What follows belongs to an exercise in optimizing a design on an open flow for small area; a production flow would make more cautious choices. The RTL was checked by simulation tests, not by an equivalence proof against the original design. Power and IR drop assume default switching activity.

[config.mk]
export PLATFORM = sky130hd
export DESIGN_NAME = top
export DESIGN_NICKNAME = top
export VERILOG_FILES = /design/flow/design.v
export SDC_FILE = /design/flow/constraint.sdc
export NUM_CORES = 4
export LEC_CHECK = 0
export CAP_MARGIN = 20
export CORE_MARGIN = 2
export CORE_UTILIZATION = 40
export SLEW_MARGIN = 20
[constraint.sdc]
create_clock -name core_clock -period 10.0 [get_ports {clk}]
set_input_delay 2.0000 -clock core_clock [delete_from_list [all_inputs] [get_ports {clk}]]
set_output_delay 2.0000 -clock core_clock [all_outputs]
set_load 0.01 [all_outputs]
[design.v]
module circular_buffer
#(
    parameter BUFFER_SIZE = 16,
    parameter BIT_PER_WORD = 7   
)
(
	input clk,
	input rst,
	input enableIn,
	input enableOut,
	input [BIT_PER_WORD: 0] dataIn,
	output [BIT_PER_WORD: 0] dataOut,
	output full,
	output empty
);
	reg [BIT_PER_WORD:0] bufferMemory [BUFFER_SIZE-1:0];
	reg [7:0]writeCnt;
	reg [7:0]readCnt;
	reg [BIT_PER_WORD:0]regOut;
	always @(posedge clk) begin
		if ((enableIn == 1) && (full == 0)) begin
			bufferMemory[writeCnt] <= dataIn;
		end
	end
	always @(posedge clk) begin
		if (rst) begin
			writeCnt <= 0;
			readCnt <= 0;
			regOut <= 0;
		end
		else begin
		if ((enableIn == 1) && (full == 0)) begin
			if (writeCnt == (BUFFER_SIZE-1)) begin
				writeCnt <= 0;
			end
			else begin
				writeCnt <= writeCnt + 1;
			end
		end
		if ((enableOut == 1) && (empty == 0)) begin
			regOut <= bufferMemory[readCnt];
			if (readCnt == (BUFFER_SIZE-1)) begin
				readCnt <= 0;
			end
			else begin
				readCnt <= readCnt + 1;
			end
		end
		end
	end
	assign empty = (writeCnt == readCnt);
	assign full = ((readCnt - 1) == writeCnt) || ((readCnt == 0) && (writeCnt == (BUFFER_SIZE - 1)));
	assign dataOut = regOut;
endmodule
module uart_rx
#(
    parameter DELAY_FRAMES = 2812,  
    parameter BIT_PER_WORD = 7 
)
(
    input rx_pin,
    output [3:0] led,
    input clk,
    input rst,
    output [BIT_PER_WORD:0] data,
    output data_ready,
    output comm_err
);
localparam HALF_DELAY_FRAMES = DELAY_FRAMES/2 - 1;
localparam UART_RX_STATE_WAIT       = 0;
localparam UART_RX_STATE_START_BIT  = 1;
localparam UART_RX_STATE_RECEIVE    = 2;
localparam UART_RX_STATE_STOP_BIT   = 3;
localparam UART_RX_STATE_DONE       = 4;
reg [3:0] state;
reg [24:0] rx_counter;
reg [7:0] bit_counter;
reg [BIT_PER_WORD:0] data_reg;
reg data_ready_reg;
reg [3:0] ledReg;
reg err_reg;
always @(posedge clk) begin
    if (rst) begin
        state <= UART_RX_STATE_WAIT;
        rx_counter <= 0;
        bit_counter <= 0;
        data_reg <= 0;
        data_ready_reg <= 0;
        ledReg <= 1;
        err_reg <= 0;
    end
    else
    case (state)
        UART_RX_STATE_WAIT: begin
            ledReg <= 2;
            if (rx_pin == 0) begin
                state <= UART_RX_STATE_START_BIT;
                rx_counter <= 0;
                bit_counter <= 0;
                ledReg <= 4;
            end
        end
        UART_RX_STATE_START_BIT: begin
            if ((rx_counter + 1) >= HALF_DELAY_FRAMES) begin
                if (rx_pin == 0) begin
                    state <= UART_RX_STATE_RECEIVE;
                end
                else begin
                    err_reg <= 1;
                    state <= UART_RX_STATE_STOP_BIT;
                    ledReg <= 8;
                end
                rx_counter <= 0;
                data_ready_reg <= 0;
            end else
                rx_counter <= rx_counter + 1;
        end
        UART_RX_STATE_RECEIVE : begin
            if ((rx_counter + 1) == DELAY_FRAMES) begin
                data_reg[bit_counter] <= rx_pin;
                if (bit_counter == BIT_PER_WORD) begin
                    state <= UART_RX_STATE_STOP_BIT;
                end else
                    bit_counter <= bit_counter + 1;
                rx_counter <= 0;
            end else
                rx_counter <= rx_counter + 1;
        end
        UART_RX_STATE_STOP_BIT : begin
            if ((rx_counter + 1) == DELAY_FRAMES) begin
                state <= UART_RX_STATE_WAIT;
                if (rx_pin == 1) begin
                    err_reg <= 0;
                    if (err_reg == 0) begin
                        data_ready_reg <= 1;
                    end
                end
                else
                    err_reg <= 1;
            end else
                rx_counter <= rx_counter + 1;
        end
    endcase
end
assign led = ledReg;
assign data_ready = data_ready_reg;
assign data = data_reg;
assign comm_err = err_reg;
endmodule
module uart_tx
#(
    parameter DELAY_FRAMES = 2812,  
    parameter BIT_PER_WORD = 7 
)
(
    output tx_pin,
    output [1:0] led,
    input clk,
    input rst,
    input [BIT_PER_WORD:0] data,
    input data_ready,
    output sampled
);
localparam DEBOUNCE_DELAY   = 23'b111111111111111111;
localparam UART_TX_STATE_WAIT       = 0;
localparam UART_TX_STATE_INIT       = 1;
localparam UART_TX_STATE_START_BIT  = 2;
localparam UART_TX_STATE_TRANSMIT   = 3;
localparam UART_TX_STATE_STOP_BIT   = 4;
localparam UART_TX_STATE_DONE       = 5;
reg [3:0] state;
reg [24:0] tx_counter;
reg [7:0] bit_counter;
reg [BIT_PER_WORD:0] data_reg;
reg out;
reg new_data;
reg [1:0] ledReg;
reg semple_reg;
reg old_data_ready;
always @(posedge clk) begin
    if (rst) begin
        state <= UART_TX_STATE_WAIT;
        tx_counter <= 0;
        bit_counter <= 0;
        data_reg <= 0;
        out <= 1;
        new_data <= 0;
        ledReg <= 0;
        semple_reg <= 0;
        old_data_ready <= 0;
    end
    else begin
    if (old_data_ready == 0 && data_ready == 1) begin
        new_data <= 1;
    end
    old_data_ready <= data_ready;
    case (state)
        UART_TX_STATE_WAIT: begin
            if (new_data == 1) begin
                state <= UART_TX_STATE_INIT;
            end
        end
        UART_TX_STATE_INIT: begin
            tx_counter <= 0;
            if (new_data == 1) begin
                data_reg <= data;
                state <= UART_TX_STATE_START_BIT;
                ledReg <= 2;
                new_data <= 0;
            end else begin
                ledReg <= 3;
                state <= UART_TX_STATE_WAIT;
            end
        end
        UART_TX_STATE_START_BIT : begin
            out <= 0;
            if ((tx_counter + 1) == DELAY_FRAMES) begin
                semple_reg <= 0;
                state <= UART_TX_STATE_TRANSMIT;
                tx_counter <= 0;
                bit_counter <= 0;
            end else begin
                semple_reg <= 1;
                tx_counter <= tx_counter + 1;
            end          
        end
        UART_TX_STATE_TRANSMIT : begin
            out <= data_reg[bit_counter];
            if ((tx_counter + 1) == DELAY_FRAMES) begin
                if (bit_counter == BIT_PER_WORD) begin
                    state <= UART_TX_STATE_STOP_BIT;
                end else
                    bit_counter <= bit_counter + 1;
                tx_counter <= 0;
            end else
                tx_counter <= tx_counter + 1;
        end
        UART_TX_STATE_STOP_BIT : begin
            out <= 1;
            if ((tx_counter + 1) == DELAY_FRAMES) begin
                state <= UART_TX_STATE_INIT;
                tx_counter <= 0;
            end else
                tx_counter <= tx_counter + 1;
        end
        UART_TX_STATE_DONE : begin
            if ((tx_counter + 1) == DEBOUNCE_DELAY) begin
                state <= UART_TX_STATE_WAIT;
                ledReg <= 1;
            end else
                tx_counter <= tx_counter + 1;
        end
    endcase
    end
end
assign tx_pin = out;
assign led = ledReg;
assign sampled = semple_reg;
endmodule
module top_tx
#(
    parameter BUFFER_SIZE = 16,
    parameter BIT_PER_WORD = 7,
	parameter DELAY_FRAMES = 2812  
)
(
    input clk,
    input rst,
    output [1:0] led,
    output uartTx,
	input [BIT_PER_WORD:0] dataIn,
	input data_clk,
	output busy,
	output idle,
	output [2:0] state_out
);
localparam STATE_INIT       = 0;
localparam STATE_LOAD       = 1;
localparam STATE_SEND       = 2;
localparam STATE_WAIT       = 3;
localparam STATE_END_CHK    = 4;
wire done;
wire newBuffer;
wire send;
reg new_data;
wire [BIT_PER_WORD:0] data;
reg [2:0] state;
reg old_data_clk;
reg old_done;
reg buffer_write;
reg buffer_read;
wire empty;
reg idle_reg;
uart_tx #(
	.BIT_PER_WORD(BIT_PER_WORD),
	.DELAY_FRAMES(DELAY_FRAMES)
)
u(  .clk(clk),
.rst(rst),
.led(led),
.tx_pin(uartTx),
.data(data),
.data_ready(new_data),
.sampled(done));
circular_buffer #(
	.BIT_PER_WORD(BIT_PER_WORD),
	.BUFFER_SIZE(BUFFER_SIZE)
)
buffer(.clk(clk),
.rst(rst),
.enableIn(buffer_write),
.enableOut(buffer_read),
.dataIn(dataIn),
.dataOut(data),
.full(busy),
.empty(empty)
);
always @(posedge clk) begin
    if (rst) begin
        new_data <= 0;
        state <= STATE_INIT;
        old_data_clk <= 0;
        old_done <= 0;
        buffer_write <= 0;
        buffer_read <= 0;
        idle_reg <= 1;
    end
    else begin
    old_data_clk <= data_clk;
	old_done <= done;
	if ((newBuffer == 1) && (busy == 0)) begin 
		buffer_write <= 1;
	end
	else begin
		buffer_write <= 0;
	end
    case (state)
        STATE_INIT: begin
            if (empty == 0) begin
                state <= STATE_LOAD;
				idle_reg <= 0;
            end
			else begin
				idle_reg <= 1;
			end
        end
		STATE_LOAD: begin
			if (buffer_read == 0) begin
				buffer_read <= 1;
			end
			else begin
				buffer_read <= 0;
				state <= STATE_SEND;
			end
		end
        STATE_SEND: begin
			state <= STATE_WAIT;
			new_data <= 1;
        end
        STATE_WAIT : begin
            if (send == 1 ) begin
                state <= STATE_END_CHK;
                new_data <= 0;
            end
        end
        STATE_END_CHK : begin
            if (empty == 1) begin
                state <= STATE_INIT;
            end else
                state <= STATE_LOAD;       
        end
    endcase
    end
end
assign newBuffer = data_clk && !old_data_clk;
assign send = done && !old_done;
assign state_out = state;
assign idle = idle_reg;
endmodule
module top
#(
    parameter TX_BUFFER_SIZE = 16,
    parameter BIT_PER_WORD = 7,
	parameter DELAY_FRAMES = 2812  
)
(
    input clk,
    input rst,
    output [5:0] led,
    output uartTx,
	input uartRx,
    input btn
);
localparam STATE_INIT       			= 0;
localparam STATE_LOAD_QUERY				= 1;
localparam STATE_SEND					= 2;
localparam STATE_RECIEVE_QUERY			= 3;
localparam STATE_COMPARE				= 4;
localparam STATE_LOAD_ANSWER_CORRECT	= 5;
localparam STATE_LOAD_ANSWER_WRONG		= 6;
localparam DELAY = 2;
localparam PASS_LENGTH = 4;
reg [7:0] passMemory [PASS_LENGTH-1:0];
localparam [8*PASS_LENGTH-1:0] PASS_CHECK = "1a2B";
localparam QUERY_LENGTH = 12;
localparam [8*QUERY_LENGTH-1:0] QUERY_TEXT = "Enter Pass: ";
localparam POSITIVE_ANS_LENGTH = 9;
localparam [8*POSITIVE_ANS_LENGTH-1:0] POSITIVE_ANS_TEXT = "Correct! ";
localparam NEGATIVE_ANS_LENGTH = 7;
localparam [8*NEGATIVE_ANS_LENGTH-1:0] NEGATIVE_ANS_TEXT = "Wrong! ";
integer i;
reg done_loading;
reg data_clk;
reg [7:0] data;
reg [5:0] load_cnt;
reg [5:0] pass_cnt;
reg [3:0] state;
reg [3:0] old_state;
reg old_btn;
wire new_click;
wire new_rx;
wire busy_tx;
wire idle_tx;
wire ready_rx;
reg old_ready_rx;
wire [7:0] dataOut;
reg pass_check;
wire [2:0] tx_state;
uart_rx
#(
	.BIT_PER_WORD(BIT_PER_WORD),
	.DELAY_FRAMES(DELAY_FRAMES)
) 
u2(  .clk(clk),
.rst(rst),
.led(led[5:2]),
.rx_pin(uartRx),
.data(dataOut),
.data_ready(ready_rx),
.comm_err());
top_tx
#(
	.BIT_PER_WORD(BIT_PER_WORD),
	.DELAY_FRAMES(DELAY_FRAMES),
	.BUFFER_SIZE(TX_BUFFER_SIZE)
) 
u1(  .clk(clk),
.rst(rst),
.led(led[1:0]),
.uartTx(uartTx),
.dataIn(data),
.data_clk(data_clk),
.busy(busy_tx),
.idle(idle_tx),
.state_out(tx_state));
always @(posedge clk) begin
    if (rst) begin
        done_loading <= 0;
        data_clk <= 0;
        data <= 0;
        load_cnt <= 0;
        pass_cnt <= 0;
        state <= STATE_INIT;
        old_state <= STATE_INIT;
        old_btn <= 1;
        old_ready_rx <= 1;
    end
    else begin
    old_btn <= btn;
	old_ready_rx <= ready_rx;
    case (state)
        STATE_INIT: begin
            if (new_click == 1) begin
                state <= STATE_LOAD_QUERY;
				load_cnt <= 0;
            end
        end
        STATE_LOAD_QUERY: begin
			if (busy_tx == 0) begin
				if (data_clk == 0) begin
					if (load_cnt < QUERY_LENGTH) begin
						load_cnt <= load_cnt + 1;
						data <= QUERY_TEXT[8*(QUERY_LENGTH-1-load_cnt) +: 8];
					end
					data_clk <=  1;
				end
				else begin
					data_clk <=  0;
					if (load_cnt == QUERY_LENGTH) begin
						old_state <= STATE_LOAD_QUERY;
						state <= STATE_SEND;
					end	
				end
			end
        end
        STATE_SEND: begin
            if (idle_tx == 1 ) begin
                if (old_state == STATE_LOAD_QUERY) begin
					state <= STATE_RECIEVE_QUERY;
					pass_cnt <= 0;
					pass_check <= 1;
					load_cnt <= 0;
				end else begin
					state <= STATE_INIT;
					load_cnt <= 0;
				end
            end
        end
        STATE_RECIEVE_QUERY: begin
            if (new_rx == 1) begin
				if ((dataOut >= " ") && (dataOut <= "~")) begin
        			passMemory[pass_cnt] <= dataOut;
					pass_cnt <= pass_cnt + 1;
					done_loading <= 0;
				end
				else
					state <= STATE_INIT;
			end
			if (pass_cnt == PASS_LENGTH) begin
				for (i = 0; i < PASS_LENGTH; i = i + 1) begin
					if (passMemory[i] != PASS_CHECK[8*(PASS_LENGTH-1-i) +: 8])
						pass_check <= 0;
				end
				state <= STATE_COMPARE;
			end
        end
		STATE_COMPARE: begin
			if (pass_check == 1)
				state <= STATE_LOAD_ANSWER_CORRECT;
			else
				state <= STATE_LOAD_ANSWER_WRONG;
			load_cnt <= 0;
		end
		STATE_LOAD_ANSWER_CORRECT: begin
			if (busy_tx == 0) begin
				if (data_clk == 0) begin
					load_cnt <= load_cnt + 1;
					data <= POSITIVE_ANS_TEXT[8*(POSITIVE_ANS_LENGTH-1-load_cnt) +: 8];
					data_clk <=  1;
				end
				else begin
					data_clk <=  0;
					if (load_cnt == POSITIVE_ANS_LENGTH) begin
						state <= STATE_SEND;
						old_state <= STATE_LOAD_ANSWER_CORRECT;
					end
				end
			end
        end
		STATE_LOAD_ANSWER_WRONG: begin
			if (busy_tx == 0) begin
				if (data_clk == 0) begin
					load_cnt <= load_cnt + 1;
					data <= NEGATIVE_ANS_TEXT[8*(NEGATIVE_ANS_LENGTH-1-load_cnt) +: 8];
					data_clk <=  1;
				end
				else begin
					data_clk <=  0;
					if (load_cnt == NEGATIVE_ANS_LENGTH) begin
						state <= STATE_SEND;
						old_state <= STATE_LOAD_ANSWER_WRONG;
					end
				end
			end
        end
    endcase
    end
end
assign new_click = !btn && old_btn;
assign new_rx = ready_rx && !old_ready_rx;
endmodule
[run.sh]
#!/bin/bash
# synth_recipe.tcl (not shown) runs the flow's synth.tcl, then flattens the netlist and writes it again
# the make line also repeats each setting of config.mk as NAME=value (left out here)
make -C /OpenROAD-flow-scripts/flow DESIGN_CONFIG=/design/flow/config.mk WORK_HOME=/design/flow/orfs CLKGATE_MAP_FILE= SYNTH_SCRIPT=/design/flow/synth_recipe.tcl finish
==> run notes <==
power by group:
group	internal, mW	total, mW	switching (mW)	leakage, nW
registers	1.39	1.51	0.113	2.69
clock network	0.797	1.32	0.522	0.595
logic	0.198	0.527	0.329	2.24
worst min-delay path, stage by stage, from the launching register on:
cell	delay [ns]
dfxtp_1	0.31
nand2_1	0.05
a21oi_1	0.05
area by class of cell:
class	count	area [um^2]	share of cell area (%)
clock inverters	22	272.8	1.628
clock buffers	42	925.9	5.527
flip-flops and latches	303	7518	44.88
inverters	39	146.4	0.8739
well taps	511	639.4	3.817
repair buffers	14	127.6	0.7619
multi-input cells	1059	7121	42.51
stage by stage:
stage	std cells	total power, mW	hold WS [ns]
after floorplan	1501	1.912	0.4312
after global placement	1926	2.044	0.4449
after detailed placement	1926	2.059	0.4509
after CTS	1990	3.390	0.4580
after global routing	1990	3.515	0.4778
final	1990	3.351	0.4560
cell usage in the layout, fill, tap and decap left out, types with 38 or more instances in the layout:
master	instances
a21oi_1	72
nand2_1	137
nor2_1	157
dfxtp_1	157
nor3_1	44
edfxtp_1	145
nand3_1	53
xnor2_1	44
o21ai_0	79
inv_1	38
metal layers:
metal	track usage (%)	up-vias	part of all wire [%]
li1	-	5448	-
met1	23.22	5336	47
met2	28.04	214	47
met3	2.611	47	4.1
met4	4.561	0	2.0
met5	0	-	0
how the worst min path moves through the flow:
stage / startpoint / to / slack (ns) / cells past startpoint
6_report: u1.u.data_reg[1] / u1.u.data_reg[1] / 0.46 / 2
5_1_grt: u1.u.data_reg[0] / u1.u.data_reg[0] / 0.48 / 2
4_1_cts: u1.u.data_reg[1] / u1.u.data_reg[1] / 0.46 / 2
3_5_place_dp: u1.u.data_reg[1] / u1.u.data_reg[1] / 0.45 / 2
3_3_place_gp: u1.u.data_reg[4] / u1.u.data_reg[4] / 0.44 / 2
2_1_floorplan: u1.buffer.regOut[0] / u1.u.data_reg[0] / 0.43 / 2
kinds of logic (layout without fill, tap and decap cells):
kind of cell,Yosys count,count (layout)
adder cells (fa/ha/maj),29,29
buffers and inverters,139,117
flip-flops,303,303
multiplexers,64,64
AO/OA/AOI/OAI,286,286
XOR/XNOR,72,72
AND/OR/NAND/NOR,608,608
==> results.yml <==
final_layout:
  reg_top3: "u1.buffer.bufferMemory: 112 flops, passMemory: 32 flops"
  diodes: 0
  largest-register: "u1.buffer.bufferMemory"
  fin_util_pct: 44.58
  fillerInstances: 3501
  area_growth_pct: 10.17
  drive_gt1_share_pct: 9.398
  nets: 1485
  largest_register_ffs: 112
  stdcell_area_um2: 16750
power_and_ir_drop:
  p_leak_nw: 5.522
  powerDensity_nw_per_um2: 200.1
  ir_drop_v: 0.0001040
worst_setup_path:
  cp-startpoint: "u1.buffer.readCnt[1]"
  end_kind: "register"
  reg2reg_depth: 11
  cp_slowest_cell: "nor3_1"
  crit_family: "simple AND/OR/NAND/NOR gates"
  timing.rr.end: "u1.buffer.bufferMemory[3][5]"
  arrival_ns: 4.30
  r2r_slack_ns: 5.87
  cpMostUsedCell: "mux2i_1"
  worst_path_largest_cell_delay_ns: 0.77
  critPathBufInv: 2
  crit_end: "u1.buffer.bufferMemory[3][5]"
  cp.depth: 11
  path_class: "register to register"
  worstReg2RegStart: "u1.buffer.readCnt[1]"
  critPathRequiredTime_ns: 10.16
  start_kind: "register"
  crit_fanout: 33
  path_cells: "buf_4 > inv_1 > ha_1 > nor3b_1 > mux2i_1 > mux2i_1 > o21ai_0 > a31oi_1 > and2_1 > nand2_1 > nor3_1"
synth:
  synth.area.mux_share_pct: 7.192
  synthXorXnorAreaFrac_pct: 4.147
  synth_flop_cell: "dfxtp_1"
  ys_top_cells_by_area: "edfxtp_1 29%, dfxtp_1 21%, mux4_2 5.3%, nor2_1 3.9%, nand2_1 3.4%"
  synthSimpleGateAreaFrac_pct: 20.84
  synth-async-reset-ratio_pct: 0
  synth_top_cells_by_count: "158 x dfxtp_1, 157 x nor2_1, 145 x edfxtp_1, 137 x nand2_1, 79 x o21ai_0"
  yosysMostFrequentCell: "dfxtp_1"
  ys_seq_elements: 303
  yosysSeqAreaShare_pct: 49.44
  synth_top_family_by_area: "simple AND/OR/NAND/NOR gates"
  synth_edf_count: 145
  synth_fa_ha_area_share_pct: 2.386
  yosysTopAreaCellShare_pct: 28.64
  ys_types: 84
  yosys_warnings: 5
  synth_nets: 1534
  synth_area_um2: 15200
  synth_area_per_cell_um2: 10.13
  synth-compound-area-share_pct: 12.15
  synth_cells: 1501
  yosys.area.top_type: "edfxtp_1"
timing:
  clock_skew_ns: 0.02085
  rsz0062_at_grt: "false"
  fin_ws_ns: 5.865
  drv_slew: 0
  finalHoldViolations: 0
  finalCritPeriodShare_pct: 41.35
  worst_slew_pin_slew_ns: 1.047
  post-route-min-period_ns: 4.135
  fmax_mhz: 241.9
  slew_headroom_pct: 30.19
  setup_viol: 0
  fin_tns_setup_ns: 0
grt:
  grt-ovfl-total: 0
  grt_pass1_wl_mm: 54.63
  antenna_found_initial: 0
  grt_usage_pct: 16.97
  grt_pass1_vias: 10480
  grt_start_max_net_pins: 47
flow_run:
  maxCapViolCount: 0
clock_tree:
  clk_pin_slew_ns: 0.06
  holdBufCountCts: 0
  cts_setup_buffers: 0
  clock_sinks: 303
  cts_buffers: 35
  clock_latency_ns: 0.53
  cts_buffer_depth: 3
  htree_levels: 2
  cts_tree: "yes"
  ctsResizeCount: 0
  cts-root-buf: "clkbuf_16"
detailed_routing:
  ant_nets: 0
  vias_per_cell: 5.550
  first_pass_iters: 5
  drc: 0
  vias: 11050
  drtIter0Drc: 858
  wirelength_mm: 32.85
  wl_per_cell_um: 16.51
die:
  io_pins: 11
  die_h_um: 199.0
  initial_core_util_pct: 40.46
  core_um2: 37580
  row_count: 71
  fp.dieArea_um2: 39590
  die-width_um: 199.0
place:
  dp_slack_ns: 5.779
  gp_congestion: 0.8197
  hpwl_mm: 21.45
  placed_area_um2: 15540
  io_buffers: 10
worst_hold_path:
  hp-class: "register to register"
run_status:
  status: "timing/DRC/antenna clean"

==> static timing again, ports no longer ideal <==
How much do the figures lean on ideal ports? The routed layout below was timed once more, with nothing changed but the port constraints. Step 1, drivers: a clkbuf_16 drives clk and a buf_2 each remaining input, both assumed. Step 2 moves the port delays by t, midway between the first and last clock arrival at a register: inputs arrive t later, outputs are due t later. That takes back most of the time a late clock gives input paths. Three values: ideal ports, drivers, drivers and shift; two values: the first two.
shift t [ns]: 0.579
slack for setup (ns): 5.865 / 5.865 / 5.811
hold slack, ns: 0.456 / 0.456 / 0.456
worst slew at a driven data input, ns: 0.04
After both steps setup and hold are still met in this run. For this run, drivers alone change the setup slack by 0.000 ns; drivers and shift together by -0.054 ns.
